Source: an optimization exercise on an open RTL-to-GDS flow (aim: small area). Production flows keep margins and buffers that such runs may drop.
No run shown here included a check of the RTL's function; only the layout flow was run.
Power figures rest on the tool's default switching activity, not on a simulated workload.

--- flow/flow/abc_area.script ---
strash
dch -f
amap
strash
dch -f
amap
--- flow/config.mk ---
export PLATFORM = sky130hd
export DESIGN_NAME = db_filter
export DESIGN_NICKNAME = db_filter
export VERILOG_FILES = /design/flow/design.v
export SDC_FILE = /design/flow/constraint.sdc
export NUM_CORES = 8
export LEC_CHECK = 0
export CAP_MARGIN = 20
export CORE_MARGIN = 2
export CORE_UTILIZATION = 40
export SLEW_MARGIN = 20
--- flow/standard.sh ---
#!/bin/bash
# synth_recipe.tcl (not shown) runs the flow's synth.tcl, then flattens the netlist and writes it again
# the make line also repeats each setting of config.mk as NAME=value (left out here)
make -C /OpenROAD-flow-scripts/flow DESIGN_CONFIG=/design/flow/config.mk WORK_HOME=/design/flow/orfs CLKGATE_MAP_FILE= SYNTH_SCRIPT=/design/flow/synth_recipe.tcl "${@:-finish}"
--- flow/flow/run.sh ---
#!/bin/bash
set -euo pipefail
HERE=$(pwd)
FLOWDIR=$HERE/flow

# ORFS synth.tcl with the ABC script replaced by ours
sed -e "s#-script \$abc_script#-script $FLOWDIR/abc_area.script#" \
    $FLOW_HOME/scripts/synth_preamble.tcl > $HERE/my_synth_preamble.tcl
sed -e "s#source \$::env(SCRIPTS_DIR)/synth_preamble.tcl#source $HERE/my_synth_preamble.tcl#" \
    -e "s#extract_fa {\*}\[dont_use_extract_fa_args\]#extract_fa -fa#" \
    $FLOW_HOME/scripts/synth.tcl > $HERE/my_synth.tcl
grep -q "my_synth_preamble.tcl" $HERE/my_synth.tcl
grep -q "extract_fa -fa" $HERE/my_synth.tcl
grep -q "$FLOWDIR/abc_area.script" $HERE/my_synth_preamble.tcl
# The standard flow's synthesis script, sourcing the modified synth.tcl
sed -e "s#source \$::env(SCRIPTS_DIR)/synth.tcl#source $HERE/my_synth.tcl#" \
    $HERE/synth_recipe.tcl > $HERE/my_synth_recipe.tcl
grep -q "my_synth.tcl" $HERE/my_synth_recipe.tcl
# standard.sh with our synthesis script
sed -e "s#SYNTH_SCRIPT=[^ ]*#SYNTH_SCRIPT=$HERE/my_synth_recipe.tcl#" $HERE/standard.sh > $HERE/my_standard.sh
grep -q "my_synth_recipe.tcl" $HERE/my_standard.sh

export SYNTH_ARGS="-noabc"
export BUFFER_PORTS_ARGS="-buffer_cell sky130_fd_sc_hd__buf_1"
if [[ -s $FLOWDIR/cts_args.txt ]]; then
  export CTS_ARGS="$(cat $FLOWDIR/cts_args.txt)"
fi
bash $HERE/my_standard.sh > $HERE/standard.log 2>&1
--- flow/flow/cts_args.txt ---
-sink_clustering_enable -repair_clock_nets -dont_use_dummy_load -buf_list sky130_fd_sc_hd__clkbuf_8 -sink_clustering_size 16 -sink_clustering_max_diameter 60
--- flow/design.v ---
`timescale 1ns/100ps                                  
module db_tables ( idx, nalpha1, nts1, nbeta1, tc1, tc2, tc3 );
input  [5:0] idx;
output [7:0] nalpha1, nts1;
output [4:0] nbeta1, tc1, tc2, tc3;
reg    [7:0] nalpha1, nts1;
reg    [4:0] nbeta1, tc1, tc2, tc3;
always @(idx) begin
	case (idx)
	6'd0: begin nalpha1 = 8'd252; nts1 = 8'd253; nbeta1 = 5'd30; tc1 = 5'd0; tc2 = 5'd0; tc3 = 5'd0; end
	6'd1: begin nalpha1 = 8'd252; nts1 = 8'd253; nbeta1 = 5'd30; tc1 = 5'd0; tc2 = 5'd0; tc3 = 5'd0; end
	6'd2: begin nalpha1 = 8'd252; nts1 = 8'd253; nbeta1 = 5'd30; tc1 = 5'd0; tc2 = 5'd0; tc3 = 5'd0; end
	6'd3: begin nalpha1 = 8'd252; nts1 = 8'd253; nbeta1 = 5'd30; tc1 = 5'd0; tc2 = 5'd0; tc3 = 5'd0; end
	6'd4: begin nalpha1 = 8'd252; nts1 = 8'd253; nbeta1 = 5'd30; tc1 = 5'd0; tc2 = 5'd0; tc3 = 5'd0; end
	6'd5: begin nalpha1 = 8'd252; nts1 = 8'd253; nbeta1 = 5'd30; tc1 = 5'd0; tc2 = 5'd0; tc3 = 5'd0; end
	6'd6: begin nalpha1 = 8'd252; nts1 = 8'd253; nbeta1 = 5'd30; tc1 = 5'd0; tc2 = 5'd0; tc3 = 5'd0; end
	6'd7: begin nalpha1 = 8'd252; nts1 = 8'd253; nbeta1 = 5'd30; tc1 = 5'd0; tc2 = 5'd0; tc3 = 5'd0; end
	6'd8: begin nalpha1 = 8'd252; nts1 = 8'd253; nbeta1 = 5'd30; tc1 = 5'd0; tc2 = 5'd0; tc3 = 5'd0; end
	6'd9: begin nalpha1 = 8'd252; nts1 = 8'd253; nbeta1 = 5'd30; tc1 = 5'd0; tc2 = 5'd0; tc3 = 5'd0; end
	6'd10: begin nalpha1 = 8'd252; nts1 = 8'd253; nbeta1 = 5'd30; tc1 = 5'd0; tc2 = 5'd0; tc3 = 5'd0; end
	6'd11: begin nalpha1 = 8'd252; nts1 = 8'd253; nbeta1 = 5'd30; tc1 = 5'd0; tc2 = 5'd0; tc3 = 5'd0; end
	6'd12: begin nalpha1 = 8'd252; nts1 = 8'd253; nbeta1 = 5'd30; tc1 = 5'd0; tc2 = 5'd0; tc3 = 5'd0; end
	6'd13: begin nalpha1 = 8'd252; nts1 = 8'd253; nbeta1 = 5'd30; tc1 = 5'd0; tc2 = 5'd0; tc3 = 5'd0; end
	6'd14: begin nalpha1 = 8'd252; nts1 = 8'd253; nbeta1 = 5'd30; tc1 = 5'd0; tc2 = 5'd0; tc3 = 5'd0; end
	6'd15: begin nalpha1 = 8'd252; nts1 = 8'd253; nbeta1 = 5'd30; tc1 = 5'd0; tc2 = 5'd0; tc3 = 5'd0; end
	6'd16: begin nalpha1 = 8'd252; nts1 = 8'd253; nbeta1 = 5'd30; tc1 = 5'd0; tc2 = 5'd0; tc3 = 5'd0; end
	6'd17: begin nalpha1 = 8'd252; nts1 = 8'd253; nbeta1 = 5'd30; tc1 = 5'd0; tc2 = 5'd0; tc3 = 5'd1; end
	6'd18: begin nalpha1 = 8'd251; nts1 = 8'd253; nbeta1 = 5'd30; tc1 = 5'd0; tc2 = 5'd0; tc3 = 5'd1; end
	6'd19: begin nalpha1 = 8'd250; nts1 = 8'd253; nbeta1 = 5'd29; tc1 = 5'd0; tc2 = 5'd0; tc3 = 5'd1; end
	6'd20: begin nalpha1 = 8'd249; nts1 = 8'd253; nbeta1 = 5'd29; tc1 = 5'd0; tc2 = 5'd0; tc3 = 5'd1; end
	6'd21: begin nalpha1 = 8'd248; nts1 = 8'd252; nbeta1 = 5'd29; tc1 = 5'd0; tc2 = 5'd1; tc3 = 5'd1; end
	6'd22: begin nalpha1 = 8'd247; nts1 = 8'd252; nbeta1 = 5'd29; tc1 = 5'd0; tc2 = 5'd1; tc3 = 5'd1; end
	6'd23: begin nalpha1 = 8'd246; nts1 = 8'd252; nbeta1 = 5'd28; tc1 = 5'd1; tc2 = 5'd1; tc3 = 5'd1; end
	6'd24: begin nalpha1 = 8'd244; nts1 = 8'd251; nbeta1 = 5'd28; tc1 = 5'd1; tc2 = 5'd1; tc3 = 5'd1; end
	6'd25: begin nalpha1 = 8'd243; nts1 = 8'd251; nbeta1 = 5'd28; tc1 = 5'd1; tc2 = 5'd1; tc3 = 5'd1; end
	6'd26: begin nalpha1 = 8'd241; nts1 = 8'd251; nbeta1 = 5'd26; tc1 = 5'd1; tc2 = 5'd1; tc3 = 5'd1; end
	6'd27: begin nalpha1 = 8'd239; nts1 = 8'd250; nbeta1 = 5'd26; tc1 = 5'd1; tc2 = 5'd1; tc3 = 5'd2; end
	6'd28: begin nalpha1 = 8'd236; nts1 = 8'd249; nbeta1 = 5'd25; tc1 = 5'd1; tc2 = 5'd1; tc3 = 5'd2; end
	6'd29: begin nalpha1 = 8'd234; nts1 = 8'd249; nbeta1 = 5'd25; tc1 = 5'd1; tc2 = 5'd1; tc3 = 5'd2; end
	6'd30: begin nalpha1 = 8'd231; nts1 = 8'd248; nbeta1 = 5'd24; tc1 = 5'd1; tc2 = 5'd1; tc3 = 5'd2; end
	6'd31: begin nalpha1 = 8'd228; nts1 = 8'd247; nbeta1 = 5'd24; tc1 = 5'd1; tc2 = 5'd2; tc3 = 5'd3; end
	6'd32: begin nalpha1 = 8'd224; nts1 = 8'd246; nbeta1 = 5'd23; tc1 = 5'd1; tc2 = 5'd2; tc3 = 5'd3; end
	6'd33: begin nalpha1 = 8'd220; nts1 = 8'd245; nbeta1 = 5'd23; tc1 = 5'd2; tc2 = 5'd2; tc3 = 5'd3; end
	6'd34: begin nalpha1 = 8'd216; nts1 = 8'd244; nbeta1 = 5'd22; tc1 = 5'd2; tc2 = 5'd2; tc3 = 5'd4; end
	6'd35: begin nalpha1 = 8'd211; nts1 = 8'd243; nbeta1 = 5'd22; tc1 = 5'd2; tc2 = 5'd3; tc3 = 5'd4; end
	6'd36: begin nalpha1 = 8'd206; nts1 = 8'd242; nbeta1 = 5'd21; tc1 = 5'd2; tc2 = 5'd3; tc3 = 5'd4; end
	6'd37: begin nalpha1 = 8'd200; nts1 = 8'd240; nbeta1 = 5'd21; tc1 = 5'd3; tc2 = 5'd3; tc3 = 5'd5; end
	6'd38: begin nalpha1 = 8'd193; nts1 = 8'd239; nbeta1 = 5'd20; tc1 = 5'd3; tc2 = 5'd4; tc3 = 5'd6; end
	6'd39: begin nalpha1 = 8'd185; nts1 = 8'd237; nbeta1 = 5'd20; tc1 = 5'd3; tc2 = 5'd4; tc3 = 5'd6; end
	6'd40: begin nalpha1 = 8'd176; nts1 = 8'd234; nbeta1 = 5'd19; tc1 = 5'd4; tc2 = 5'd5; tc3 = 5'd7; end
	6'd41: begin nalpha1 = 8'd166; nts1 = 8'd232; nbeta1 = 5'd19; tc1 = 5'd4; tc2 = 5'd5; tc3 = 5'd8; end
	6'd42: begin nalpha1 = 8'd155; nts1 = 8'd229; nbeta1 = 5'd18; tc1 = 5'd4; tc2 = 5'd6; tc3 = 5'd9; end
	6'd43: begin nalpha1 = 8'd143; nts1 = 8'd226; nbeta1 = 5'd18; tc1 = 5'd5; tc2 = 5'd7; tc3 = 5'd10; end
	6'd44: begin nalpha1 = 8'd129; nts1 = 8'd223; nbeta1 = 5'd17; tc1 = 5'd6; tc2 = 5'd8; tc3 = 5'd11; end
	6'd45: begin nalpha1 = 8'd112; nts1 = 8'd218; nbeta1 = 5'd17; tc1 = 5'd6; tc2 = 5'd8; tc3 = 5'd13; end
	6'd46: begin nalpha1 = 8'd94; nts1 = 8'd214; nbeta1 = 5'd16; tc1 = 5'd7; tc2 = 5'd10; tc3 = 5'd14; end
	6'd47: begin nalpha1 = 8'd74; nts1 = 8'd209; nbeta1 = 5'd16; tc1 = 5'd8; tc2 = 5'd11; tc3 = 5'd16; end
	6'd48: begin nalpha1 = 8'd53; nts1 = 8'd204; nbeta1 = 5'd15; tc1 = 5'd9; tc2 = 5'd12; tc3 = 5'd18; end
	6'd49: begin nalpha1 = 8'd30; nts1 = 8'd198; nbeta1 = 5'd15; tc1 = 5'd10; tc2 = 5'd13; tc3 = 5'd20; end
	6'd50: begin nalpha1 = 8'd1; nts1 = 8'd191; nbeta1 = 5'd14; tc1 = 5'd11; tc2 = 5'd15; tc3 = 5'd23; end
	6'd51: begin nalpha1 = 8'd1; nts1 = 8'd191; nbeta1 = 5'd14; tc1 = 5'd13; tc2 = 5'd17; tc3 = 5'd25; end
	6'd52: begin nalpha1 = 8'd1; nts1 = 8'd191; nbeta1 = 5'd14; tc1 = 5'd13; tc2 = 5'd17; tc3 = 5'd25; end
	6'd53: begin nalpha1 = 8'd1; nts1 = 8'd191; nbeta1 = 5'd14; tc1 = 5'd13; tc2 = 5'd17; tc3 = 5'd25; end
	6'd54: begin nalpha1 = 8'd1; nts1 = 8'd191; nbeta1 = 5'd14; tc1 = 5'd13; tc2 = 5'd17; tc3 = 5'd25; end
	6'd55: begin nalpha1 = 8'd1; nts1 = 8'd191; nbeta1 = 5'd14; tc1 = 5'd13; tc2 = 5'd17; tc3 = 5'd25; end
	6'd56: begin nalpha1 = 8'd1; nts1 = 8'd191; nbeta1 = 5'd14; tc1 = 5'd13; tc2 = 5'd17; tc3 = 5'd25; end
	6'd57: begin nalpha1 = 8'd1; nts1 = 8'd191; nbeta1 = 5'd14; tc1 = 5'd13; tc2 = 5'd17; tc3 = 5'd25; end
	6'd58: begin nalpha1 = 8'd1; nts1 = 8'd191; nbeta1 = 5'd14; tc1 = 5'd13; tc2 = 5'd17; tc3 = 5'd25; end
	6'd59: begin nalpha1 = 8'd1; nts1 = 8'd191; nbeta1 = 5'd14; tc1 = 5'd13; tc2 = 5'd17; tc3 = 5'd25; end
	6'd60: begin nalpha1 = 8'd1; nts1 = 8'd191; nbeta1 = 5'd14; tc1 = 5'd13; tc2 = 5'd17; tc3 = 5'd25; end
	6'd61: begin nalpha1 = 8'd1; nts1 = 8'd191; nbeta1 = 5'd14; tc1 = 5'd13; tc2 = 5'd17; tc3 = 5'd25; end
	6'd62: begin nalpha1 = 8'd1; nts1 = 8'd191; nbeta1 = 5'd14; tc1 = 5'd13; tc2 = 5'd17; tc3 = 5'd25; end
	6'd63: begin nalpha1 = 8'd1; nts1 = 8'd191; nbeta1 = 5'd14; tc1 = 5'd13; tc2 = 5'd17; tc3 = 5'd25; end
	endcase
end
endmodule
module rca #(parameter W = 8) (a, b, ci, s, co);
input  [W-1:0] a, b;
input          ci;
output [W-1:0] s;
output         co;
wire   [W:0]   c;
assign c[0] = ci;
genvar i;
generate for (i = 0; i < W; i = i + 1) begin : bit_
	assign {c[i+1], s[i]} = a[i] + b[i] + c[i];
end endgenerate
assign co = c[W];
endmodule
module rcc #(parameter W = 8) (a, b, ci, co);
input  [W-1:0] a, b;
input          ci;
output         co;
wire   [W:0]   c;
assign c[0] = ci;
genvar i;
generate for (i = 0; i < W; i = i + 1) begin : bit_
	assign c[i+1] = (a[i] & b[i]) | (c[i] & (a[i] | b[i]));
end endgenerate
assign co = c[W];
endmodule
module beta_test (a, b, nbeta1, ok);
input  [7:0] a, b;
input  [4:0] nbeta1;
output       ok;
wire [7:0] d;
wire       co;
rca #(8) sub (.a(a), .b(~b), .ci(1'b1), .s(d), .co(co));
wire s = ~co;                         
wire [4:0] x = d[4:0] ^ {5{s}};       
wire c5;
rcc #(5) cmp (.a(x), .b(nbeta1), .ci(s), .co(c5));
assign ok = ~c5 & (d[7:5] == {3{s}});
endmodule
module line_pre ( pix, en, nalpha1, nts1, nbeta1, tc0_l, ntc0_l, tc_c,
                  edge_on, ap, aq, con_s, dm, clip_l, clip_c, difp, difq );
input  [63:0] pix;       
input         en;        
input  [7:0]  nalpha1;   
input  [7:0]  nts1;      
input  [4:0]  nbeta1;    
input  [4:0]  tc0_l;     
input  [5:0]  ntc0_l;    
input  [4:0]  tc_c;      
output        edge_on, ap, aq, con_s;
output [5:0]  dm;
output        clip_l, clip_c;
output [5:0]  difp, difq;
wire [7:0] p2 = pix[55:48], p1 = pix[47:40], p0 = pix[39:32];
wire [7:0] q0 = pix[31:24], q1 = pix[23:16], q2 = pix[15:8];
wire [8:0] e;                                    
wire       e_co;
rca #(8) sub_e (.a(q0), .b(~p0), .ci(1'b1), .s(e[7:0]), .co(e_co));
assign e[8] = ~e_co;
wire       e_s = e[8];
wire [7:0] e_x = e[7:0] ^ {8{e_s}};
wire ca, cs;
rcc #(8) cmp_a (.a(e_x), .b(nalpha1), .ci(e_s), .co(ca));
rcc #(8) cmp_s (.a(e_x), .b(nts1),    .ci(e_s), .co(cs));
assign con_s = ~cs;
wire b_p1, b_q1;
beta_test bt_p1 (.a(p1), .b(p0), .nbeta1(nbeta1), .ok(b_p1));
beta_test bt_q1 (.a(q1), .b(q0), .nbeta1(nbeta1), .ok(b_q1));
beta_test bt_p2 (.a(p2), .b(p0), .nbeta1(nbeta1), .ok(ap));
beta_test bt_q2 (.a(q2), .b(q0), .nbeta1(nbeta1), .ok(aq));
assign edge_on = en & ~ca & b_p1 & b_q1;
wire [8:0] u;                                    
wire       u_co;
rca #(8) sub_u (.a(p1), .b(~q1), .ci(1'b1), .s(u[7:0]), .co(u_co));
assign u[8] = ~u_co;
wire [9:0] w;
wire       w_co;
rca #(10) add_w (.a({e_s, e}), .b({u[8], u[8], u[8], u[8:2]}), .ci(1'b1), .s(w), .co(w_co));
wire [8:0] delta = w[9:1];
wire       s     = delta[8];
wire [7:0] y     = delta[7:0] ^ {8{s}};    
wire       big   = |y[7:5];                
assign dm = {s, delta[4:0]};
wire [4:0] dd;
wire       dc;
rca #(5) sub_d (.a(y[4:0]), .b(~tc0_l), .ci(s), .s(dd), .co(dc));
assign clip_l = big | (dc & ((~ap & ~aq) | ((ap ^ aq) & (|dd)) | (ap & aq & (|dd[4:1]))));
wire cc5;
rcc #(5) cmp_c (.a(y[4:0]), .b(~tc_c), .ci(s), .co(cc5));
assign clip_c = big | cc5;
wire [8:0] a_c;
rca #(8) add_a (.a(p0), .b(q0), .ci(1'b1), .s(a_c[7:0]), .co(a_c[8]));
wire [7:0] avg = a_c[8:1];
p1_pre pp (.x2(p2), .x1(p1), .avg(avg), .tc0(tc0_l), .ntc0(ntc0_l), .dif(difp));
p1_pre pq (.x2(q2), .x1(q1), .avg(avg), .tc0(tc0_l), .ntc0(ntc0_l), .dif(difq));
endmodule
module p1_pre (x2, x1, avg, tc0, ntc0, dif);
input  [7:0] x2, x1, avg;
input  [4:0] tc0;
input  [5:0] ntc0;
output [5:0] dif;
wire [7:0] h_s;
wire       h_co;
rca #(8) add_h (.a(x2), .b(avg), .ci(1'b0), .s(h_s), .co(h_co));
wire [7:0] h = {h_co, h_s[7:1]};
wire [7:0] t;
wire       t_co;
rca #(8) sub_t (.a(h), .b(~x1), .ci(1'b1), .s(t), .co(t_co));
wire       t_s  = ~t_co;
wire [7:0] t_y  = t ^ {8{t_s}};
wire       c5;
rcc #(5) cmp (.a(t_y[4:0]), .b(~tc0), .ci(t_s), .co(c5));
wire       clip = (|t_y[7:5]) | c5;
assign dif = clip ? (t_s ? ntc0 : {1'b0, tc0}) : t[5:0];
endmodule
module add_clip (x, z, ci, y);
input  [7:0] x;
input  [5:0] z;
input        ci;
output [7:0] y;
wire [4:0] lo;
wire       c5;
rca #(5) add_lo (.a(x[4:0]), .b(z[4:0]), .ci(ci), .s(lo), .co(c5));
wire [2:0] xh  = x[7:5];
wire [2:0] inc = {xh[2] ^ (xh[1] & xh[0]), xh[1] ^ xh[0], ~xh[0]};
wire [2:0] dec = {xh[2] ^ (~xh[1] & ~xh[0]), ~(xh[1] ^ xh[0]), ~xh[0]};
wire       sg  = z[5];
wire [2:0] hi  = (sg == c5) ? xh : (c5 ? inc : dec);
wire       ovf = ~sg & c5 & (&xh);
wire       unf = sg & ~c5 & ~(|xh);
assign y = ({hi, lo} | {8{ovf}}) & ~{8{unf}};
endmodule
module add_wrap (x, z, y);
input  [7:0] x;
input  [5:0] z;
output [7:0] y;
wire [4:0] lo;
wire       c5;
rca #(5) add_lo (.a(x[4:0]), .b(z[4:0]), .ci(1'b0), .s(lo), .co(c5));
wire [2:0] xh  = x[7:5];
wire [2:0] inc = {xh[2] ^ (xh[1] & xh[0]), xh[1] ^ xh[0], ~xh[0]};
wire [2:0] dec = {xh[2] ^ (~xh[1] & ~xh[0]), ~(xh[1] ^ xh[0]), ~xh[0]};
wire       sg  = z[5];
wire [2:0] hi  = (sg == c5) ? xh : (c5 ? inc : dec);
assign y = {hi, lo};
endmodule
module line_post ( pix, edge_on, ap, aq, con_s, dm, clip_l, clip_c, difp, difq,
                   t0, t1, t2, tcc, norm, strongf, chroma, pix_o );
input  [63:0] pix;       
input         edge_on;   
input         ap, aq;    
input         con_s;     
input  [5:0]  dm;        
input         clip_l;    
input         clip_c;    
input  [5:0]  difp, difq;  
input  [4:0]  t0, t1, t2;  
input  [4:0]  tcc;       
input         norm;      
input         strongf;   
input         chroma;
output [63:0] pix_o;
wire [7:0] p3 = pix[63:56], p2 = pix[55:48], p1 = pix[47:40], p0 = pix[39:32];
wire [7:0] q0 = pix[31:24], q1 = pix[23:16], q2 = pix[15:8],  q3 = pix[7:0];
wire luma = ~chroma;
wire fn   = edge_on & norm;
wire fs   = edge_on & strongf;
wire sp   = fs & ap & con_s & luma;
wire sq   = fs & aq & con_s & luma;
wire [4:0] tc_l = (ap & aq) ? t2 : ((ap | aq) ? t1 : t0);
wire [4:0] tcs  = chroma ? tcc : tc_l;
wire       clip = chroma ? clip_c : clip_l;
wire       s    = dm[5];
wire [5:0] z    = fn ? {s, (clip ? (tcs ^ {5{s}}) : dm[4:0])} : 6'd0;
wire       zc   = fn & clip & s;
wire [7:0] p0n, q0n;
add_clip ac_p0 (.x(p0), .z(z),  .ci(zc),  .y(p0n));
add_clip ac_q0 (.x(q0), .z(~z), .ci(~zc), .y(q0n));
wire [7:0] p1n, q1n;
add_wrap aw_p1 (.x(p1), .z((fn & ap & luma) ? difp : 6'd0), .y(p1n));
add_wrap aw_q1 (.x(q1), .z((fn & aq & luma) ? difq : 6'd0), .y(q1n));
wire [8:0] pq1, ep, eq;
rca #(8) add_pq1 (.a(p1), .b(q1), .ci(1'b0), .s(pq1[7:0]), .co(pq1[8]));
rca #(8) add_ep  (.a(p1), .b(p0), .ci(1'b1), .s(ep[7:0]),  .co(ep[8]));
rca #(8) add_eq  (.a(q1), .b(q0), .ci(1'b1), .s(eq[7:0]),  .co(eq[8]));
wire [9:0] cc;
rca #(9) add_c (.a(ep), .b(eq), .ci(1'b0), .s(cc[8:0]), .co(cc[9]));
wire [7:0] p0s, p1s, p2s, q0s, q1s, q2s, p0c, q0c;
strong_side ssp (.x3(p3), .x2(p2), .y0(q0), .e(ep), .pq1(pq1), .cc(cc), .y0s(p0s), .y1s(p1s), .y2s(p2s), .y0c(p0c));
strong_side ssq (.x3(q3), .x2(q2), .y0(p0), .e(eq), .pq1(pq1), .cc(cc), .y0s(q0s), .y1s(q1s), .y2s(q2s), .y0c(q0c));
wire [7:0] p0o = fs ? (sp ? p0s : p0c) : p0n;
wire [7:0] q0o = fs ? (sq ? q0s : q0c) : q0n;
wire [7:0] p1o = sp ? p1s : p1n;
wire [7:0] q1o = sq ? q1s : q1n;
wire [7:0] p2o = sp ? p2s : p2;
wire [7:0] q2o = sq ? q2s : q2;
assign pix_o = {p3, p2o, p1o, p0o, q0o, q1o, q2o, q3};
endmodule
module strong_side (x3, x2, y0, e, pq1, cc, y0s, y1s, y2s, y0c);
input  [7:0] x3, x2, y0;
input  [8:0] e, pq1;
input  [9:0] cc;
output [7:0] y0s, y1s, y2s, y0c;
wire [8:0] f;
rca #(8) add_f (.a(x2), .b(y0), .ci(1'b0), .s(f[7:0]), .co(f[8]));
wire [9:0] s;
rca #(9) add_s (.a(e), .b(f), .ci(1'b1), .s(s[8:0]), .co(s[9]));
assign y1s = s[9:2];
wire [10:0] t0;
rca #(10) add_0 (.a(s), .b(cc), .ci(1'b0), .s(t0[9:0]), .co(t0[10]));
assign y0s = t0[10:3];
wire [8:0] m;
rca #(8) add_m (.a(x3), .b(x2), .ci(1'b1), .s(m[7:0]), .co(m[8]));
wire [10:0] t2;
rca #(10) add_2 (.a(s), .b({m, 1'b0}), .ci(1'b0), .s(t2[9:0]), .co(t2[10]));
assign y2s = t2[10:3];
wire [9:0] x;
rca #(9) add_x (.a(e), .b(pq1), .ci(1'b1), .s(x[8:0]), .co(x[9]));
assign y0c = x[9:2];
endmodule
module db_filter ( clk,
					 rst, 
					 bs_luma,
					 bs_chroma_1, 
					 bs_chroma_2, 
                     qp1_i, qp2_i,
					 select,
					 p3_1_i, p2_1_i, p1_1_i, p0_1_i, q0_1_i, q1_1_i, q2_1_i, q3_1_i,
                     p3_2_i, p2_2_i, p1_2_i, p0_2_i, q0_2_i, q1_2_i, q2_2_i, q3_2_i,
                     p3_3_i, p2_3_i, p1_3_i, p0_3_i, q0_3_i, q1_3_i, q2_3_i, q3_3_i,
                     p3_4_i, p2_4_i, p1_4_i, p0_4_i, q0_4_i, q1_4_i, q2_4_i, q3_4_i,
					 p3_1_o, p2_1_o, p1_1_o, p0_1_o, q0_1_o, q1_1_o, q2_1_o, q3_1_o,
                     p3_2_o, p2_2_o, p1_2_o, p0_2_o, q0_2_o, q1_2_o, q2_2_o, q3_2_o,
                     p3_3_o, p2_3_o, p1_3_o, p0_3_o, q0_3_o, q1_3_o, q2_3_o, q3_3_o,
                     p3_4_o, p2_4_o, p1_4_o, p0_4_o, q0_4_o, q1_4_o, q2_4_o, q3_4_o
                    );
input clk;
input rst;
input [2:0] bs_luma;
input [2:0] bs_chroma_1;
input [2:0] bs_chroma_2;
input [5:0] qp1_i, qp2_i;
input select;                  
input [7:0] p3_1_i, p2_1_i, p1_1_i, p0_1_i, q0_1_i, q1_1_i, q2_1_i, q3_1_i;
input [7:0] p3_2_i, p2_2_i, p1_2_i, p0_2_i, q0_2_i, q1_2_i, q2_2_i, q3_2_i;
input [7:0] p3_3_i, p2_3_i, p1_3_i, p0_3_i, q0_3_i, q1_3_i, q2_3_i, q3_3_i;
input [7:0] p3_4_i, p2_4_i, p1_4_i, p0_4_i, q0_4_i, q1_4_i, q2_4_i, q3_4_i;
output [7:0] p3_1_o, p2_1_o, p1_1_o, p0_1_o, q0_1_o, q1_1_o, q2_1_o, q3_1_o;
output [7:0] p3_2_o, p2_2_o, p1_2_o, p0_2_o, q0_2_o, q1_2_o, q2_2_o, q3_2_o;
output [7:0] p3_3_o, p2_3_o, p1_3_o, p0_3_o, q0_3_o, q1_3_o, q2_3_o, q3_3_o;
output [7:0] p3_4_o, p2_4_o, p1_4_o, p0_4_o, q0_4_o, q1_4_o, q2_4_o, q3_4_o;
wire [6:0] qpav1 = qp1_i + qp2_i + 7'd1;
wire [5:0] index = (qpav1[6:1] >= 6'd51) ? 6'd51 : qpav1[6:1];
wire [255:0] pix_i = {p3_1_i, p2_1_i, p1_1_i, p0_1_i, q0_1_i, q1_1_i, q2_1_i, q3_1_i,
                      p3_2_i, p2_2_i, p1_2_i, p0_2_i, q0_2_i, q1_2_i, q2_2_i, q3_2_i,
                      p3_3_i, p2_3_i, p1_3_i, p0_3_i, q0_3_i, q1_3_i, q2_3_i, q3_3_i,
                      p3_4_i, p2_4_i, p1_4_i, p0_4_i, q0_4_i, q1_4_i, q2_4_i, q3_4_i};
reg [255:0] pix_1;
reg [5:0]   index_1;
reg [2:0]   bsl_1, bsc1_1, bsc2_1;
always @(posedge clk or negedge rst) begin
	if(!rst) begin
		pix_1   <= 0;
		index_1 <= 0;
		bsl_1   <= 0;
		bsc1_1  <= 0;
		bsc2_1  <= 0;
	end
	else begin
		pix_1   <= pix_i;
		index_1 <= index;
		bsl_1   <= bs_luma;
		bsc1_1  <= bs_chroma_1;
		bsc2_1  <= bs_chroma_2;
	end
end
wire       en = index_1[5] | index_1[4];      
wire [7:0] nalpha1, nts1;
wire [4:0] nbeta1, tc1, tc2, tc3;
db_tables tab (.idx(index_1), .nalpha1(nalpha1), .nts1(nts1), .nbeta1(nbeta1), .tc1(tc1), .tc2(tc2), .tc3(tc3));
wire [4:0] tc0_l  = bsl_1[1]  ? (bsl_1[0]  ? tc3 : tc2) : tc1;
wire [4:0] tc0_c1 = bsc1_1[1] ? (bsc1_1[0] ? tc3 : tc2) : tc1;
wire [4:0] tc0_c2 = bsc2_1[1] ? (bsc2_1[0] ? tc3 : tc2) : tc1;
wire [5:0] ntc0_l = 6'd0 - {1'b0, tc0_l};
wire [4:0] tc_c1  = tc0_c1 + 5'd1;
wire [4:0] tc_c2  = tc0_c2 + 5'd1;
wire [3:0] edge_on, ap, aq, con_s, clip_lm, clip_cm;
wire [23:0] dm, difp, difq;
line_pre pre1 (.pix(pix_1[255:192]), .en(en), .nalpha1(nalpha1), .nts1(nts1), .nbeta1(nbeta1), .tc0_l(tc0_l), .ntc0_l(ntc0_l), .tc_c(tc_c1),
               .edge_on(edge_on[3]), .ap(ap[3]), .aq(aq[3]), .con_s(con_s[3]), .dm(dm[23:18]), .clip_l(clip_lm[3]), .clip_c(clip_cm[3]), .difp(difp[23:18]), .difq(difq[23:18]));
line_pre pre2 (.pix(pix_1[191:128]), .en(en), .nalpha1(nalpha1), .nts1(nts1), .nbeta1(nbeta1), .tc0_l(tc0_l), .ntc0_l(ntc0_l), .tc_c(tc_c1),
               .edge_on(edge_on[2]), .ap(ap[2]), .aq(aq[2]), .con_s(con_s[2]), .dm(dm[17:12]), .clip_l(clip_lm[2]), .clip_c(clip_cm[2]), .difp(difp[17:12]), .difq(difq[17:12]));
line_pre pre3 (.pix(pix_1[127:64]),  .en(en), .nalpha1(nalpha1), .nts1(nts1), .nbeta1(nbeta1), .tc0_l(tc0_l), .ntc0_l(ntc0_l), .tc_c(tc_c2),
               .edge_on(edge_on[1]), .ap(ap[1]), .aq(aq[1]), .con_s(con_s[1]), .dm(dm[11:6]),  .clip_l(clip_lm[1]), .clip_c(clip_cm[1]), .difp(difp[11:6]),  .difq(difq[11:6]));
line_pre pre4 (.pix(pix_1[63:0]),    .en(en), .nalpha1(nalpha1), .nts1(nts1), .nbeta1(nbeta1), .tc0_l(tc0_l), .ntc0_l(ntc0_l), .tc_c(tc_c2),
               .edge_on(edge_on[0]), .ap(ap[0]), .aq(aq[0]), .con_s(con_s[0]), .dm(dm[5:0]),    .clip_l(clip_lm[0]), .clip_c(clip_cm[0]), .difp(difp[5:0]),    .difq(difq[5:0]));
wire norm_l    = (bsl_1  == 3'd1) | (bsl_1  == 3'd2) | (bsl_1  == 3'd3);
wire norm_c1   = (bsc1_1 == 3'd1) | (bsc1_1 == 3'd2) | (bsc1_1 == 3'd3);
wire norm_c2   = (bsc2_1 == 3'd1) | (bsc2_1 == 3'd2) | (bsc2_1 == 3'd3);
wire strong_l  = (bsl_1  == 3'd4);
wire strong_c1 = (bsc1_1 == 3'd4);
wire strong_c2 = (bsc2_1 == 3'd4);
reg [255:0] pix_2;
reg [3:0]   edge_on_2, ap_2, aq_2, con_s_2, clip_l_2, clip_c_2;
reg [23:0]  dm_2, difp_2, difq_2;
reg [4:0]   tc0_l_2, tc_c1_2, tc_c2_2;
reg         norm_l_2, norm_c1_2, norm_c2_2, strong_l_2, strong_c1_2, strong_c2_2;
always @(posedge clk or negedge rst) begin
	if(!rst) begin
		pix_2      <= 0;
		edge_on_2  <= 0;
		ap_2       <= 0;
		aq_2       <= 0;
		con_s_2    <= 0;
		clip_l_2   <= 0;
		clip_c_2   <= 0;
		dm_2       <= 0;
		difp_2     <= 0;
		difq_2     <= 0;
		tc0_l_2    <= 0;
		tc_c1_2    <= 0;
		tc_c2_2    <= 0;
		norm_l_2   <= 0;
		norm_c1_2  <= 0;
		norm_c2_2  <= 0;
		strong_l_2 <= 0;
		strong_c1_2<= 0;
		strong_c2_2<= 0;
	end
	else begin
		pix_2      <= pix_1;
		edge_on_2  <= edge_on;
		ap_2       <= ap;
		aq_2       <= aq;
		con_s_2    <= con_s;
		clip_l_2   <= clip_lm;
		clip_c_2   <= clip_cm;
		dm_2       <= dm;
		difp_2     <= difp;
		difq_2     <= difq;
		tc0_l_2    <= tc0_l;
		tc_c1_2    <= tc_c1;
		tc_c2_2    <= tc_c2;
		norm_l_2   <= norm_l;
		norm_c1_2  <= norm_c1;
		norm_c2_2  <= norm_c2;
		strong_l_2 <= strong_l;
		strong_c1_2<= strong_c1;
		strong_c2_2<= strong_c2;
	end
end
wire [4:0] t1 = tc0_l_2 + 5'd1;
wire [4:0] t2 = tc0_l_2 + 5'd2;
wire norm_a   = select ? norm_c1_2   : norm_l_2;
wire norm_b   = select ? norm_c2_2   : norm_l_2;
wire strong_a = select ? strong_c1_2 : strong_l_2;
wire strong_b = select ? strong_c2_2 : strong_l_2;
wire [255:0] pix_o;
line_post post1 (.pix(pix_2[255:192]), .edge_on(edge_on_2[3]), .ap(ap_2[3]), .aq(aq_2[3]), .con_s(con_s_2[3]), .dm(dm_2[23:18]), .clip_l(clip_l_2[3]), .clip_c(clip_c_2[3]),
                 .difp(difp_2[23:18]), .difq(difq_2[23:18]), .t0(tc0_l_2), .t1(t1), .t2(t2), .tcc(tc_c1_2), .norm(norm_a), .strongf(strong_a), .chroma(select), .pix_o(pix_o[255:192]));
line_post post2 (.pix(pix_2[191:128]), .edge_on(edge_on_2[2]), .ap(ap_2[2]), .aq(aq_2[2]), .con_s(con_s_2[2]), .dm(dm_2[17:12]), .clip_l(clip_l_2[2]), .clip_c(clip_c_2[2]),
                 .difp(difp_2[17:12]), .difq(difq_2[17:12]), .t0(tc0_l_2), .t1(t1), .t2(t2), .tcc(tc_c1_2), .norm(norm_a), .strongf(strong_a), .chroma(select), .pix_o(pix_o[191:128]));
line_post post3 (.pix(pix_2[127:64]),  .edge_on(edge_on_2[1]), .ap(ap_2[1]), .aq(aq_2[1]), .con_s(con_s_2[1]), .dm(dm_2[11:6]),  .clip_l(clip_l_2[1]), .clip_c(clip_c_2[1]),
                 .difp(difp_2[11:6]),  .difq(difq_2[11:6]),  .t0(tc0_l_2), .t1(t1), .t2(t2), .tcc(tc_c2_2), .norm(norm_b), .strongf(strong_b), .chroma(select), .pix_o(pix_o[127:64]));
line_post post4 (.pix(pix_2[63:0]),    .edge_on(edge_on_2[0]), .ap(ap_2[0]), .aq(aq_2[0]), .con_s(con_s_2[0]), .dm(dm_2[5:0]),    .clip_l(clip_l_2[0]), .clip_c(clip_c_2[0]),
                 .difp(difp_2[5:0]),   .difq(difq_2[5:0]),   .t0(tc0_l_2), .t1(t1), .t2(t2), .tcc(tc_c2_2), .norm(norm_b), .strongf(strong_b), .chroma(select), .pix_o(pix_o[63:0]));
assign {p3_1_o, p2_1_o, p1_1_o, p0_1_o, q0_1_o, q1_1_o, q2_1_o, q3_1_o,
        p3_2_o, p2_2_o, p1_2_o, p0_2_o, q0_2_o, q1_2_o, q2_2_o, q3_2_o,
        p3_3_o, p2_3_o, p1_3_o, p0_3_o, q0_3_o, q1_3_o, q2_3_o, q3_3_o,
        p3_4_o, p2_4_o, p1_4_o, p0_4_o, q0_4_o, q1_4_o, q2_4_o, q3_4_o} = pix_o;
endmodule
--- flow/constraint.sdc ---
create_clock -name core_clock -period 9.0 [get_ports {clk}]
set_input_delay 1.8000 -clock core_clock [delete_from_list [all_inputs] [get_ports {clk}]]
set_output_delay 1.8000 -clock core_clock [all_outputs]
set_load 0.01 [all_outputs]
==> flow_metrics.tcl, run 1 <==
set metrics [dict create \
    final_cell_count_no_fill 6356 \
    routed-via-count 34900 \
    worstRegToRegCells 23 \
    ys_ff_latch 644 \
    path_class "in -> out" \
    fin_area_um2 53300 \
    min_period_ps 8840 \
    die_y_um 350 \
    final.setup_skew_ps 90.5 \
    synth_most_common_cell "fa_1" \
    cp.required_ps 7200 \
    ys_seq_area_share_pct 33.7 \
    synth_fp_nets 5348 \
    slew_viol_final 0 \
    num_rows 126 \
    grt_pass1_wl_um 236000 \
    grt_max_degree 155 \
    reg2reg_from "pix_1[145]" \
    synth.distinct_cells 51 \
    status "complete, no violations" \
    ys_warn_count 2 \
    leakage_uw 0.0204 \
    drt-wirelength-per-cell_um 24.9 \
    holdPathEnd "pix_2[252]" \
    setup_violations 0 \
    min-delay-path-class "reg -> reg" \
    cap_violations 0 \
    path_max_fanout 9 \
    cts_root_buf "clkbuf_8" \
    layout-drive-gt1-share_pct 5.59 \
    first_pass_iters 7 \
    drtIter0Drc 3287 \
    drcViolationCount 0 \
    grt_pass1_vias 36300 \
    synth_top_area_share_pct 37.3 \
    syn_area_per_cell_um2 11.4 \
    wl_um 158000 \
    syn-cell-area_um2 47800 \
    timing.fmax_mhz 113 \
    path_clk_slew_ps 100 \
    worst_hold_slack_ps 310 \
    synth-edff-count 0 \
    clk_latency_ps 760 \
    p_per_area_nw_per_um2 230 \
    end_kind "primary output" \
    synth_top_flop_cell "dfrtp_1" \
    vias_per_cell 5.50 \
    whs_path_depth 0 \
    ios 536 \
    dp_cells 6269 \
    synth.area.top_cells "fa_1 (37%), dfrtp_1 (34%), nor2_1 (4.0%), clkinv_1 (3.7%), o21ai_0 (2.8%)" \
    gr-total-overflow 0 \
    syn_inst 4179 \
    period_share_pct 98.3 \
    power_uw 12300 \
    worstPathArrival_ps 7040 \
    start_util_pct 40.4 \
    cts_buffer_depth 3 \
    hold_start "pix_1[252]" \
    final_util_pct 45.1 \
    hold_buffers 0 \
    cts_sinks 644 \
    gr-usage-all-layers_pct 26.4 \
    core_um2 118000 \
    max_slew_margin_pct 19.0 \
    area_delta_synth_final_pct 11.6 \
    worst_pin_slew_ps 1210 \
    die_area_um2 122000 \
    r2r_slack_ps 380 \
    antenna_left 0 \
    synth_top_area_cell "fa_1" \
    hold_viol 0 \
    cts_tree "yes" \
    port_buffers 535 \
    cp-start-kind "input port" \
    routabilityCongestion 0.944 \
    hpwl_um 132000 \
    placed_area_um2 52000 \
    cts_buffers 75 \
    die_w_um 350 \
    htreeDepth 3 \
    synth_commonest_cells "fa_1 (889), dfrtp_1 (644), nor2_1 (512)" \
    rsz0062_at_grt "true" \
    synthArstFlopShare_pct 100 \
    timing.rr.end "clip_l_2[2]" \
    layout.nets 5986 \
    grt_antenna_before_repair 6 \
    ir_worst_vdd_uv 105 \
]
[layout by cell type, fill, tap and decap left out, types with 84 or more instances in the layout]
cell type    n
fa_1       845
dfrtp_1    642
buf_1      529
nor2_1     500
clkinv_1   459
o21ai_0    251
a21oi_1    236
nand2_1    214
o22ai_1    196
a22o_1      91
buf_4       84
[cell type report]
type,count,area [um^2]
flip-flops and latches,644,16100
fillers,11200,64900
diodes,5,12.5
clock buffers,75,1030
well taps,1536,1920
repair buffers,625,2750
inverters,475,1790
multi-input cells,2996,29700
[worst max-delay path by stage]
stage / slack, ps / from / end
2_1_floorplan: 780 / select / p0_4_o[0]
3_3_place_gp: -130 / select / q0_3_o[6]
4_1_cts: 0.06 / pix_2[16] / q0_4_o[6]
5_1_grt: -60 / select / q0_2_o[4]
3_5_place_dp: -190 / select / q0_3_o[6]
6_report: 160 / select / p0_4_o[4]
[state kept, by name, indices dropped and copies added (netlist names)]
name         cells
dm_2            24
edge_on_2        4
norm_l_2         1
clip_l_2         4
norm_c1_2        1
clip_c_2         4
bsl_1            3
tc_c1_2          5
bsc2_1           3
tc0_l_2          5
strong_c2_2      1
index_1          6
con_s_2          4
pix_1          256
norm_c2_2        1
tc_c2_2          5
difp_2          24
strong_l_2       1
difq_2          24
ap_2             4
strong_c1_2      1
pix_2          256
aq_2             4
bsc1_1           3
[critical path, cell delays in order]
cell	delay, ps
clkbuf_2	160
clkinv_1	280
buf_4	280
a22oi_1	470
or2_0	260
buf_4	180
nor2_2	70
clkinv_1	70
nor2_1	70
fa_1	420
fa_1	430
fa_1	450
fa_1	450
fa_1	470
nor4_1	400
a21oi_1	290
o21ai_0	170
o21ai_0	160
buf_1	160
[where the power goes]
group | internal, uW | switching, uW
clock | 736 | 1030
sequential | 3210 | 294
combinational | 2930 | 4090
total | 6870 | 5410
[kinds of logic (layout without fill, tap and decap cells)]
family / count (synthesis) / in the layout / share of synthesized area, %
adders and majority gates: 889 / 889 / 37.3
and+or+nand+nor: 976 / 976 / 8.85
AOI/OAI and AO/OA: 1131 / 1131 / 15.4
other: 0 / 5 / 0
buffers and inverters: 539 / 1175 / 4.74
DFF: 644 / 644 / 33.7
[through the flow]
step	setup TNS, ps	setup slack [ps]
after floorplan	0	785
after global placement	-150	-127
after detailed placement	-749	-192
after CTS	0	0.0644
after global routing	-369	-58.8
final	0	157
[routing by layer]
metal  GRT usage (%)  share of wire, %  wire length, um
met1            36.9                42            66500
met2            41.8                47            75000
met3            3.52               6.2             9780
met4            10.5               4.3             6760
met5               0             0.011               18
[timing repair]
| action | CTS | global route |
|---|---|---|
| pin swaps | 0 | 8 |
| endpoints found under the setup margin | 17 | 61 |
| setup buffers | 1 | 6 |
| gates resized for setup | 31 | 70 |
==> inputs of run 2 (changes only) <==
==> flow/flow/cts_args.txt (replaced) <==
-sink_clustering_enable -repair_clock_nets -dont_use_dummy_load -buf_list sky130_fd_sc_hd__clkbuf_16 -sink_clustering_size 20 -sink_clustering_max_diameter 50
==> run 2 against run 1 <==
Against the previous run:
- still clean
- global-route usage is essentially flat
- via count up 0.36%
- sequential power about the same
- largest power group unchanged
==> flow_metrics.tcl, run 2 <==
set metrics [dict create \
    status "complete, no violations" \
    synth_fp_nets 5348 \
    cap_violations 0 \
    max_slew_margin_pct 19.8 \
    grt_pass1_wl_um 237000 \
    period_share_pct 98.1 \
    layout.nets 5998 \
    antenna_left 0 \
    power_uw 13400 \
    min-delay-path-class "reg -> reg" \
    syn-cell-area_um2 47800 \
    port_buffers 535 \
    cts_tree "yes" \
    placed_area_um2 52000 \
    ys_warn_count 2 \
    die_area_um2 122000 \
    grt_antenna_before_repair 8 \
    htreeDepth 3 \
    grt_max_degree 155 \
    worstPathArrival_ps 7030 \
    seqCellArea_um2 16100 \
    core_um2 118000 \
    vias_per_cell 5.51 \
    synthArstFlopShare_pct 100 \
    syn_area_per_cell_um2 11.4 \
    synth_top_flop_cell "dfrtp_1" \
    routed-via-count 35100 \
    min_period_ps 8830 \
    largestRegisters "pix_1 (256), pix_2 (256)" \
    final_common_cell "fa_1" \
    timing.fmax_mhz 113 \
    cp-start-kind "input port" \
    nFillCells 11000 \
    gr-usage-all-layers_pct 26.4 \
    grt_pass1_vias 36400 \
    ir_worst_vdd_uv 135 \
    start_util_pct 40.4 \
    ys_seq_area_share_pct 33.7 \
    drtIter0Drc 3494 \
    ios 536 \
    worst_pin_slew_ps 1200 \
    synth_commonest_cells "fa_1 (889), dfrtp_1 (644), nor2_1 (512)" \
    rsz0062_at_grt "true" \
    synth_most_common_cell "fa_1" \
    ys_ff_latch 644 \
    syn_inst 4179 \
    die_y_um 350 \
    wl_um 159000 \
    cts_root_buf "clkbuf_16" \
    die_w_um 350 \
    drcViolationCount 0 \
    hold_viol 0 \
    setup_violations 0 \
    clk_latency_ps 680 \
    synth.distinct_cells 51 \
    p_per_area_nw_per_um2 246 \
    synth_top_area_share_pct 37.3 \
    final_cell_mix "fa_1 (861), dfrtp_1 (642), buf_1 (531)" \
    leakage_uw 0.0209 \
    hold_buffers 0 \
    cts_buffer_depth 3 \
    routabilityCongestion 0.944 \
    hpwl_um 132000 \
    cts_sinks 644 \
    synth_top_area_cell "fa_1" \
    drt-wirelength-per-cell_um 24.9 \
    num_rows 126 \
    multiInputGateArea_um2 29600 \
    path_class "in -> out" \
    first_pass_iters 9 \
    final.setup_skew_ps 55.1 \
    end_kind "primary output" \
    path_max_fanout 9 \
    synth.area.top_cells "fa_1 (37%), dfrtp_1 (34%), nor2_1 (4.0%), clkinv_1 (3.7%), o21ai_0 (2.8%)" \
    gr-total-overflow 0 \
    layout-drive-gt1-share_pct 5.34 \
    synth-edff-count 0 \
    slew_viol_final 0 \
    fin_area_um2 54400 \
    cts_buffers 89 \
    cp.required_ps 7200 \
    path_clk_slew_ps 60 \
    area_delta_synth_final_pct 14.0 \
]
==> run 2: cells by family (layout without fill, tap and decap cells) <==
kind of cell    count (synthesis)  count (layout)  synth area share (%)
simple gates                  976             976                  8.85
buf+inv                       539            1187                  4.74
flops                         644             644                  33.7
other cells                     0               5                     0
fa+ha+maj                     889             889                  37.3
compound gates               1131            1131                  15.4
==> run 2: final cells by class <==
class / instances / share of cell area, %
Tap cell: 1536 / 3.53
Clock buffer: 89 / 4.09
Multi-Input combinational cell: 2996 / 54.4
Sequential cell: 644 / 29.6
Antenna cell: 5 / 0.0230
Timing Repair Buffer: 623 / 5.02
Inverter: 475 / 3.30
==> run 2: worst paths after layout <==
check	slack (ps)	endpoint	cells after the start	startpoint
worst min register to register	330	pix_2[67]	0	pix_1[67]
worst max-delay path	170	p0_4_o[3]	19	select
worst min-delay path	330	pix_2[67]	0	pix_1[67]
worst max register to register	420	clip_l_2[1]	23	pix_1[81]
min in group asynchronous	1140	pix_2[165]	1	rst
max in group asynchronous	6030	pix_2[96]	3	rst
==> run 2: worst max-delay path: stages <==
cell,delay [ps]
clkbuf_2,160
clkinv_1,280
buf_4,280
a22oi_1,460
or2_0,250
buf_4,180
nor2_2,80
clkinv_1,70
nor2_1,70
fa_1,420
fa_1,430
fa_1,460
fa_1,450
fa_1,470
nor4_1,400
a21oi_1,290
o21ai_0,160
o21ai_0,160
buf_1,160
==> run 2: routing by layer <==
metal	routed length (um)	global-route usage (%)	vias up
li1	-	-	15600
met1	66400	36.8	17700
met2	75700	41.9	1439
met3	9800	3.67	308
met4	6580	10.6	6
met5	42	0	-
==> run 2: power by group <==
| group | total (uW) | switching [uW] | internal (uW) |
|---|---|---|---|
| Sequential | 3510 | 295 | 3210 |
| Combinational | 6980 | 4080 | 2900 |
| Clock | 2880 | 1170 | 1710 |
==> run 2: what timing repair did <==
item / CTS / global route
setup endpoints to repair: 15 / 61
gates cloned: 0 / 0
setup buffers: 0 / 5
pin swaps: 0 / 3
gates resized for setup: 10 / 67
==> run 2: metrics by stage <==
step | worst slack (ps) | hold slack (ps) | cells | util (%) | setup TNS, ps
final | 171 | 328 | 6368 | 46.0 | 0
after floorplan | 785 | 331 | 4179 | - | 0
after global placement | -127 | 332 | 6268 | 44.0 | -150
after detailed placement | -192 | 335 | 6269 | 44.0 | -749
after CTS | 7.97 | 330 | 6358 | 45.9 | 0
after global routing | -61.2 | 334 | 6368 | 46.0 | -439
==> inputs of run 3 (changes only) <==
==> flow/flow/cts_args.txt (replaced) <==
-sink_clustering_enable -repair_clock_nets -dont_use_dummy_load -buf_list {sky130_fd_sc_hd__clkbuf_4 sky130_fd_sc_hd__clkbuf_8} -sink_clustering_size 12 -sink_clustering_max_diameter 40
==> run 3 against run 2 <==
Against the previous run:
- critical path depth stayed put
- final area is 1.1% lower
- non-clock buffer count is 1 higher
- utilization is 0.51 points lower
- via count is 0.26% higher
==> flow_metrics.tcl, run 3 <==
set metrics [dict create \
    status "complete, no violations" \
    largestRegisters "pix_1 (256), pix_2 (256)" \
    crit_slowest_cell "fa_1" \
    max_slew_margin_pct 21.2 \
    min_period_ps 8830 \
    hold_buffers 0 \
    final.setup.tns_ps 0 \
    min-delay-path-class "reg -> reg" \
    cp_num_cells 19 \
    placed_area_um2 52000 \
    syn_inst 4179 \
    worst_hold_slack_ps 320 \
    power_uw 12700 \
    syn_area_per_cell_um2 11.4 \
    cts_root_buf "clkbuf_8" \
    cts_tree "yes" \
    timing.rr.end "clip_l_2[2]" \
    hold_start "pix_1[67]" \
    grt_pass1_wl_um 237000 \
    port_buffers 535 \
    synth-edff-count 0 \
    crit_family "adder cells" \
    ir_worst_vdd_uv 114 \
    final.setup_skew_ps 71.9 \
    area_delta_synth_final_pct 12.7 \
    synth_top_family_by_area "adder cells" \
    synth_top_area_cell "fa_1" \
    period_share_pct 98.1 \
    timing.fmax_mhz 113 \
    hold_viol 0 \
    layout-drive-gt1-share_pct 6.62 \
    worstPathArrival_ps 7030 \
    final_cell_mix "fa_1 (831), dfrtp_1 (642), buf_1 (529)" \
    cp.required_ps 7200 \
    reg2reg_from "pix_1[145]" \
    path_max_fanout 9 \
    drt-wirelength-per-cell_um 24.9 \
    gr-usage-all-layers_pct 26.5 \
    clk_latency_ps 840 \
    leakage_uw 0.0206 \
    grt_antenna_before_repair 6 \
    whs_path_depth 0 \
    cts_sinks 644 \
    worst_pin_slew_ps 1180 \
    worstRegToRegCells 23 \
    syn-cell-area_um2 47800 \
    htreeDepth 3 \
    holdPathEnd "pix_2[67]" \
    start_util_pct 40.4 \
    vias_per_cell 5.50 \
    p_per_area_nw_per_um2 236 \
    core_um2 118000 \
    grt_pass1_vias 36600 \
    synthXorXnorAreaFrac_pct 0 \
    synth_top_flop_cell "dfrtp_1" \
    final_common_cell "fa_1" \
    synthArstFlopShare_pct 100 \
    gr-total-overflow 0 \
    drcViolationCount 0 \
    grt_max_degree 155 \
    nFillCells 11100 \
    synthMuxAreaShare_pct 0 \
    routed-via-count 35200 \
    path_clk_slew_ps 70 \
    hpwl_um 132000 \
    worst_slack_ps 174 \
    synth_fp_nets 5348 \
    antenna_left 0 \
    synth.area.top_cells "fa_1 (37%), dfrtp_1 (34%), nor2_1 (4.0%), clkinv_1 (3.7%), o21ai_0 (2.8%)" \
    ys_warn_count 2 \
    end_kind "primary output" \
    routabilityCongestion 0.944 \
    cp_cell_sequence "clkbuf_2, clkinv_1, buf_4, a22oi_1, or2_0, buf_4, nor2_2, clkinv_1, nor2_1, fa_1, fa_1, fa_1, fa_1, fa_1, nor4_1, a21oi_1, o21ai_0, o21ai_0, buf_1" \
    cp_num_buf_inv 6 \
    cts_buffer_depth 3 \
    ys_seq_area_share_pct 33.7 \
    setup_violations 0 \
    slew_viol_final 0 \
    r2r_slack_ps 440 \
    slowest_delay_ps 470 \
    num_rows 126 \
    rsz0062_at_grt "true" \
    synth_top_area_share_pct 37.3 \
    synth_compound_area_share_pct 15.4 \
    synth-simple-area-share_pct 8.85 \
    ios 536 \
    path_class "in -> out" \
    cap_violations 0 \
    cts_buffers 112 \
    synth_most_common_cell "fa_1" \
    synth_commonest_cells "fa_1 (889), dfrtp_1 (644), nor2_1 (512)" \
    die_area_um2 122000 \
    die_y_um 350 \
    die_w_um 350 \
    wl_um 159000 \
    cp-start-kind "input port" \
    synth.distinct_cells 51 \
    dp_slack_ps -192 \
    first_pass_iters 10 \
    ys_ff_latch 644 \
    layout.nets 6022 \
    drtIter0Drc 3063 \
    synth-adder-area-share_pct 37.3 \
    fin_area_um2 53800 \
    cp_common_cell "fa_1" \
]
==> run 3: cell counts after synthesis <==
Identical to the previous run, type by type.
==> run 3: worst max path at each step <==
stage / startpoint / endpoint / slack, ps
after floorplan: select / p0_4_o[0] / 780
after global placement: select / q0_3_o[6] / -130
after detailed placement: select / q0_3_o[6] / -190
after CTS: pix_2[24] / p0_4_o[6] / -30
after global routing: select / q0_2_o[4] / -40
final: select / p0_4_o[3] / 170
==> run 3: power by group <==
group | switching (uW) | total, uW | internal [uW]
clock | 1110 | 2180 | 1080
sequential | 294 | 3510 | 3210
combinational | 4100 | 7040 | 2950
total | 5500 | 12700 | 7240
==> run 3: stage by stage <==
step	std cells	utilization, %
3_3_place_gp	6268	44.0
2_1_floorplan	4179	-
4_1_cts	6383	45.4
6_report	6392	45.5
5_1_grt	6391	45.5
3_5_place_dp	6269	44.0
==> run 3: area by class of cell <==
cell class	instances	area, um^2	share of cell area [%]
flip-flops and latches	644	16100	29.9
inverters	475	1790	3.33
clock buffers	112	1540	2.86
multi-input cells	2996	29700	55.2
well taps	1536	1920	3.57
repair buffers	624	2740	5.09
diodes	5	12.5	0.0232
==> run 3: cell families (layout without fill, tap and decap cells) <==
logic type	count (synthesis)	count (layout)
AOI/OAI and AO/OA	1131	1131
adders and majority gates	889	889
buffers and inverters	539	1211
DFF	644	644
other	0	5
and+or+nand+nor	976	976
==> run 3: timing repair <==
item,CTS,global route
endpoints found under the hold margin,0,0
setup endpoints to repair,25,65
gates resized for setup,55,61
pin swaps,3,5
buffers inserted,2,4
==> run 3: metal layers <==
layer  share of wire, %  track usage, %  wire, um  up-vias
met5              0.011               0        18        -
met4                4.5            11.4      7090        2
met3                6.2            3.73      9910      322
met2                 47            41.7     75500     1495
met1                 42            36.8     66500    17700
li1                   -               -         -    15600
==> inputs of run 4 (changes only) <==
==> flow/flow/cts_args.txt (replaced) <==
-sink_clustering_enable -repair_clock_nets -dont_use_dummy_load -buf_list sky130_fd_sc_hd__clkbuf_8 -sink_clustering_buffer sky130_fd_sc_hd__clkbuf_16 -sink_clustering_size 24 -sink_clustering_max_diameter 90
==> run 4 against run 3 <==
Against the previous run:
- still clean on timing, DRC and antenna
- sequential share of layout area grew 0.26 points
- global-route usage shrank 0.23 points
- utilization shrank 0.40 points
- die area is the same
==> flow_metrics.tcl, run 4 <==
set metrics [dict create \
    status "complete, no violations" \
    port_buffers 535 \
    gr-total-overflow 0 \
    timing.fmax_mhz 113 \
    leakage_uw 0.0203 \
    hold_start "pix_1[63]" \
    largestRegisters "pix_1 (256), pix_2 (256)" \
    slowest_delay_ps 510 \
    drt-wirelength-per-cell_um 24.9 \
    ys_ff_latch 644 \
    start_util_pct 40.4 \
    synth-edff-count 0 \
    crit_end "p0_2_o[3]" \
    synth_top_flop_cell "dfrtp_1" \
    crit_slowest_cell "fa_1" \
    first_pass_iters 10 \
    synth_commonest_cells "fa_1 (889), dfrtp_1 (644), nor2_1 (512)" \
    syn_inst 4179 \
    die_w_um 350 \
    worstPathArrival_ps 7030 \
    cap_violations 0 \
    path_max_fanout 9 \
    cp_cell_sequence "clkbuf_2, clkinv_1, buf_4, a22oi_1, or2_0, nor2_1, clkinv_1, nor2_1, fa_1, fa_1, fa_1, fa_1, fa_1, nor3_1, nand2_1, o21ai_1, inv_2, o21ai_0, o21ai_0, buf_1" \
    timing.rr.end "clip_l_2[1]" \
    cp_num_cells 20 \
    syn-cell-area_um2 47800 \
    p_per_area_nw_per_um2 231 \
    cp_num_buf_inv 6 \
    path_clk_slew_ps 90 \
    dp_slack_ps -192 \
    final.setup.tns_ps 0 \
    core_um2 118000 \
    ios 536 \
    reg2reg_from "pix_1[81]" \
    grt_max_degree 155 \
    clk_latency_ps 810 \
    max_slew_margin_pct 20.5 \
    cp.required_ps 7200 \
    gr-usage-all-layers_pct 26.2 \
    final_cell_mix "fa_1 (829), dfrtp_1 (642), buf_1 (530)" \
    layout-drive-gt1-share_pct 5.31 \
    final_common_cell "fa_1" \
    die_y_um 350 \
    antenna_left 0 \
    hold_buffers 0 \
    end_kind "primary output" \
    syn_area_per_cell_um2 11.4 \
    worstSetupStartpoint "select" \
    ys_warn_count 2 \
    worst_pin_slew_ps 1190 \
    layout.nets 5958 \
    drtIter0Drc 3073 \
    worst_slack_ps 167 \
    synth_top_area_cell "fa_1" \
    min-delay-path-class "reg -> reg" \
    worstRegToRegCells 23 \
    cts_tree "yes" \
    cts_root_buf "clkbuf_8" \
    area_delta_synth_final_pct 11.8 \
    ys_seq_area_share_pct 33.7 \
    htreeDepth 2 \
    synth_fp_nets 5348 \
    r2r_slack_ps 490 \
    synth_top_area_share_pct 37.3 \
    period_share_pct 98.1 \
    hold_viol 0 \
    synth.distinct_cells 51 \
    synth.area.top_cells "fa_1 (37%), dfrtp_1 (34%), nor2_1 (4.0%), clkinv_1 (3.7%), o21ai_0 (2.8%)" \
    vias_per_cell 5.53 \
    routed-via-count 35000 \
    ir_worst_vdd_uv 128 \
    cts_sinks 644 \
    grt_pass1_wl_um 236000 \
    cp-start-kind "input port" \
    hpwl_um 132000 \
    grt_antenna_before_repair 6 \
    rsz0062_at_grt "true" \
    crit_family "adder cells" \
    min_period_ps 8830 \
    routabilityCongestion 0.944 \
    setup_violations 0 \
    grt_pass1_vias 36100 \
    die_area_um2 122000 \
    final.setup_skew_ps 82.9 \
    cp_common_cell "fa_1" \
    synth_most_common_cell "fa_1" \
    placed_area_um2 52000 \
    synthArstFlopShare_pct 100 \
    nFillCells 11100 \
    fin_area_um2 53400 \
    drcViolationCount 0 \
    wl_um 158000 \
    path_class "in -> out" \
    cts_buffers 44 \
    num_rows 126 \
    slew_viol_final 0 \
    cts_buffer_depth 3 \
]
[run 4: cell counts after synthesis]
Identical to the previous run, type by type.
[run 4: report_power, final]
part | internal [uW] | switching [uW] | total (uW)
clock network | 804 | 1000 | 1810
logic | 2950 | 4090 | 7040
registers | 3200 | 293 | 3500
[run 4: routing by layer]
layer / up-vias / wire [um] / track usage [%]
met5: - / 28 / 0
met1: 17800 / 65900 / 36.9
met4: 4 / 7230 / 10.4
met2: 1420 / 74900 / 41.6
met3: 284 / 9540 / 3.35
li1: 15500 / - / -
[run 4: worst min-delay path by stage]
stage,end,cells past startpoint
after floorplan,pix_2[0],0
after global placement,pix_2[58],0
after detailed placement,pix_2[0],0
after CTS,pix_2[63],0
after global routing,pix_2[63],0
final,pix_2[63],0
[run 4: cell type report]
cell class                      instances  area (um^2)  share of cell area (%)
Multi-Input combinational cell       2996        29700                    55.7
Sequential cell                       644        16100                    30.2
Timing Repair Buffer                  628         2770                    5.19
Tap cell                             1536         1920                    3.60
Inverter                              475         1790                    3.36
Clock buffer                           44         1040                    1.96
Antenna cell                            5         12.5                  0.0234
[run 4: worst reg2reg max path, stage by stage, from the launching register on]
cell	delay [ps]
dfrtp_1	490
clkinv_1	160
o22ai_1	150
o21ai_0	130
fa_1	410
fa_1	490
fa_1	450
fa_1	390
fa_1	380
fa_1	380
fa_1	390
fa_1	390
fa_1	400
fa_1	550
clkinv_1	200
o22ai_1	130
fa_1	420
fa_1	390
fa_1	390
fa_1	400
fa_1	430
or4_1	400
o31a_1	290
or2_0	200
[run 4: per-stage QoR]
| stage | power [uW] | cells | hold WS, ps | utilization, % |
|---|---|---|---|---|
| 6_report | 12300 | 6328 | 327 | 45.1 |
| 5_1_grt | 13400 | 6327 | 347 | 45.1 |
| 4_1_cts | 12300 | 6318 | 336 | 45.0 |
| 3_5_place_dp | 10400 | 6269 | 335 | 44.0 |
| 3_3_place_gp | 10200 | 6268 | 332 | 44.0 |
| 2_1_floorplan | 8330 | 4179 | 331 | - |
[run 4: timing repair]
item                                    4_1_cts  5_1_grt
buffers inserted                              5        5
pin swaps                                     5        8
gates resized for setup                      45       71
gates cloned                                  0        0
endpoints found under the setup margin       24       64
[run 4: cells by family after synthesis]
| kind of cell | synth area share [%] |
|---|---|
| AO/OA/AOI/OAI | 15.4 |
| AND/OR/NAND/NOR | 8.85 |
| adder cells (fa/ha/maj) | 37.3 |
| flip-flops | 33.7 |
| buffers and inverters | 4.74 |
==> inputs of run 5 (changes only) <==
==> flow/flow/cts_args.txt (replaced) <==
-sink_clustering_enable -repair_clock_nets -dont_use_dummy_load -buf_list sky130_fd_sc_hd__clkbuf_8 -sink_clustering_size 20 -sink_clustering_max_diameter 75
==> run 5 against run 4 <==
Against the previous run:
- worst setup slack about the same
- clock skew up 5.3 ps
- sequential power about the same
- sequential share of layout area up 0.18 points
- register-to-register slack worse by 80 ps
- hold slack better by 20 ps
- flip-flop and latch count unchanged
- combinational power about the same
- critical path depth down 1
- final cell count up 0.16%
==> flow_metrics.tcl, run 5 <==
set metrics [dict create \
    die_y_um 350 \
    hold_viol 0 \
    start_util_pct 40.4 \
    cts_buffers 56 \
    antenna_left 0 \
    synth_top_area_share_pct 37.3 \
    min-delay-path-class "reg -> reg" \
    final_cell_count_no_fill 6338 \
    max_slew_margin_pct 22.2 \
    power_frac_clock_pct 12.7 \
    grt_pass1_vias 36200 \
    min_period_ps 8830 \
    htreeDepth 2 \
    reg2reg_from "pix_1[145]" \
    syn_area_per_cell_um2 11.4 \
    die_w_um 350 \
    synth_top_flop_cell "dfrtp_1" \
    syn_inst 4179 \
    drtIter0Drc 3280 \
    grt_pass1_wl_um 236000 \
    layout-drive-gt1-share_pct 5.42 \
    hpwl_um 132000 \
    dp_cells 6269 \
    wl_um 158000 \
    syn-cell-area_um2 47800 \
    synthXorXnorAreaFrac_pct 0 \
    path_max_fanout 9 \
    hold_buffers 0 \
    ys_warn_count 2 \
    cp_common_cell "fa_1" \
    cp.required_ps 7200 \
    worstRegToRegCells 23 \
    p_per_area_nw_per_um2 227 \
    end_kind "primary output" \
    routed-via-count 34800 \
    cap_violations 0 \
    synth.area.top_cells "fa_1 (37%), dfrtp_1 (34%), nor2_1 (4.0%), clkinv_1 (3.7%), o21ai_0 (2.8%)" \
    area_delta_synth_final_pct 11.1 \
    intPower_uw 6690 \
    final.setup.tns_ps 0 \
    worstPathArrival_ps 7030 \
    p_seq_share_pct 29.0 \
    cts_root_buf "clkbuf_8" \
    synthMuxAreaShare_pct 0 \
    switchingPower_uw 5360 \
    drcViolationCount 0 \
    vias_per_cell 5.49 \
    slowest_delay_ps 470 \
    status "complete, no violations" \
    whs_path_depth 0 \
    grt_antenna_before_repair 5 \
    nFillCells 11200 \
    slew_viol_final 0 \
    cts_buffer_depth 3 \
    layout.nets 5969 \
    rsz0062_at_grt "true" \
    power_uw 12000 \
    r2r_slack_ps 410 \
    final_cell_mix "fa_1 (840), dfrtp_1 (641), buf_1 (530)" \
    crit_family "adder cells" \
    setup_violations 0 \
    top_layer "met5" \
    path_clk_slew_ps 80 \
    ir_worst_vdd_uv 124 \
    cp_num_cells 19 \
    synth.distinct_cells 51 \
    num_rows 126 \
    synth-edff-count 0 \
    cp_num_buf_inv 6 \
    synth_top_area_cell "fa_1" \
    largestRegisters "pix_1 (256), pix_2 (256)" \
]
run 5: changes by cell type in the layout (fill, tap and decap cells not counted), moves of 4 or more:
cell,before,now
clkbuf_16,39,0
clkbuf_8,5,56
clkinv_1,460,456
fa_1,829,840
fa_2,60,49
inv_2,7,12
run 5: stage by stage:
stage / area (um^2) / utilization, %
floorplan: 47800 / -
global placement: 52000 / 44.0
detailed placement: 52000 / 44.0
CTS: 52900 / 44.7
global route: 53100 / 44.9
finish: 53100 / 44.9
run 5: worst max path at each step:
stage / from / to
after CTS: pix_2[24] / p0_4_o[6]
after floorplan: select / p0_4_o[0]
after global placement: select / q0_3_o[6]
after detailed placement: select / q0_3_o[6]
after global routing: select / q0_2_o[4]
final: select / p0_4_o[3]
run 5: cell type report:
class | count | area (um^2) | area share, %
antenna | 4 | 10.0 | 0.0189
sequential | 644 | 16100 | 30.4
multi-input combinational | 2996 | 29700 | 55.9
timing repair buffer | 627 | 2760 | 5.21
clock buffer | 56 | 771 | 1.45
inverter | 475 | 1790 | 3.38
tap | 1536 | 1920 | 3.62
run 5: kinds of logic after synthesis:
group                      after synthesis
adders and majority gates              889
buffers and inverters                  539
AOI/OAI and AO/OA                     1131
DFF                                    644
and+or+nand+nor                        976
run 5: worst reg2reg max path, cell delays in order, from the launching register on:
cell and delay, ps:
dfrtp_1 450, clkinv_1 130, o22ai_1 150, o21ai_0 190
fa_1 440, fa_1 400, fa_1 400, fa_1 400
fa_1 400, fa_1 510, fa_1 430, fa_1 390
fa_1 400, fa_1 580, clkinv_1 220, o22ai_1 120
fa_1 430, fa_1 400, fa_1 400, fa_1 390
fa_1 430, or4_1 400, a211oi_1 220, o21ai_0 100
run 5: power by group through the flow:
stage	Sequential (uW)	Combinational, uW	Clock, uW
after detailed placement	3560	6830	0
after CTS	3500	6880	1610
final	3500	7020	1530
after floorplan	3440	4880	0
after global routing	3540	7890	1700
after global placement	3560	6680	0
run 5: per-layer routing:
layer	track usage, %	vias up
met4	10.6	2
met3	3.48	296
li1	-	15500
met5	0	-
met1	36.8	17600
met2	41.6	1401
run 5: repair_timing:
action	in CTS	in global routing
setup buffers	2	7
pin swaps	2	6
resized for setup	44	67
endpoints found under the setup margin	21	64

Re-timed with assumed drivers on the ports (clkbuf_16 on the clock, buf_2 on other inputs), run 5 has 0.083 ns of setup slack against 0.167 ns with ideal ports, and 0.083 ns once port delays also move by the mid clock arrival of 0.822 ns.
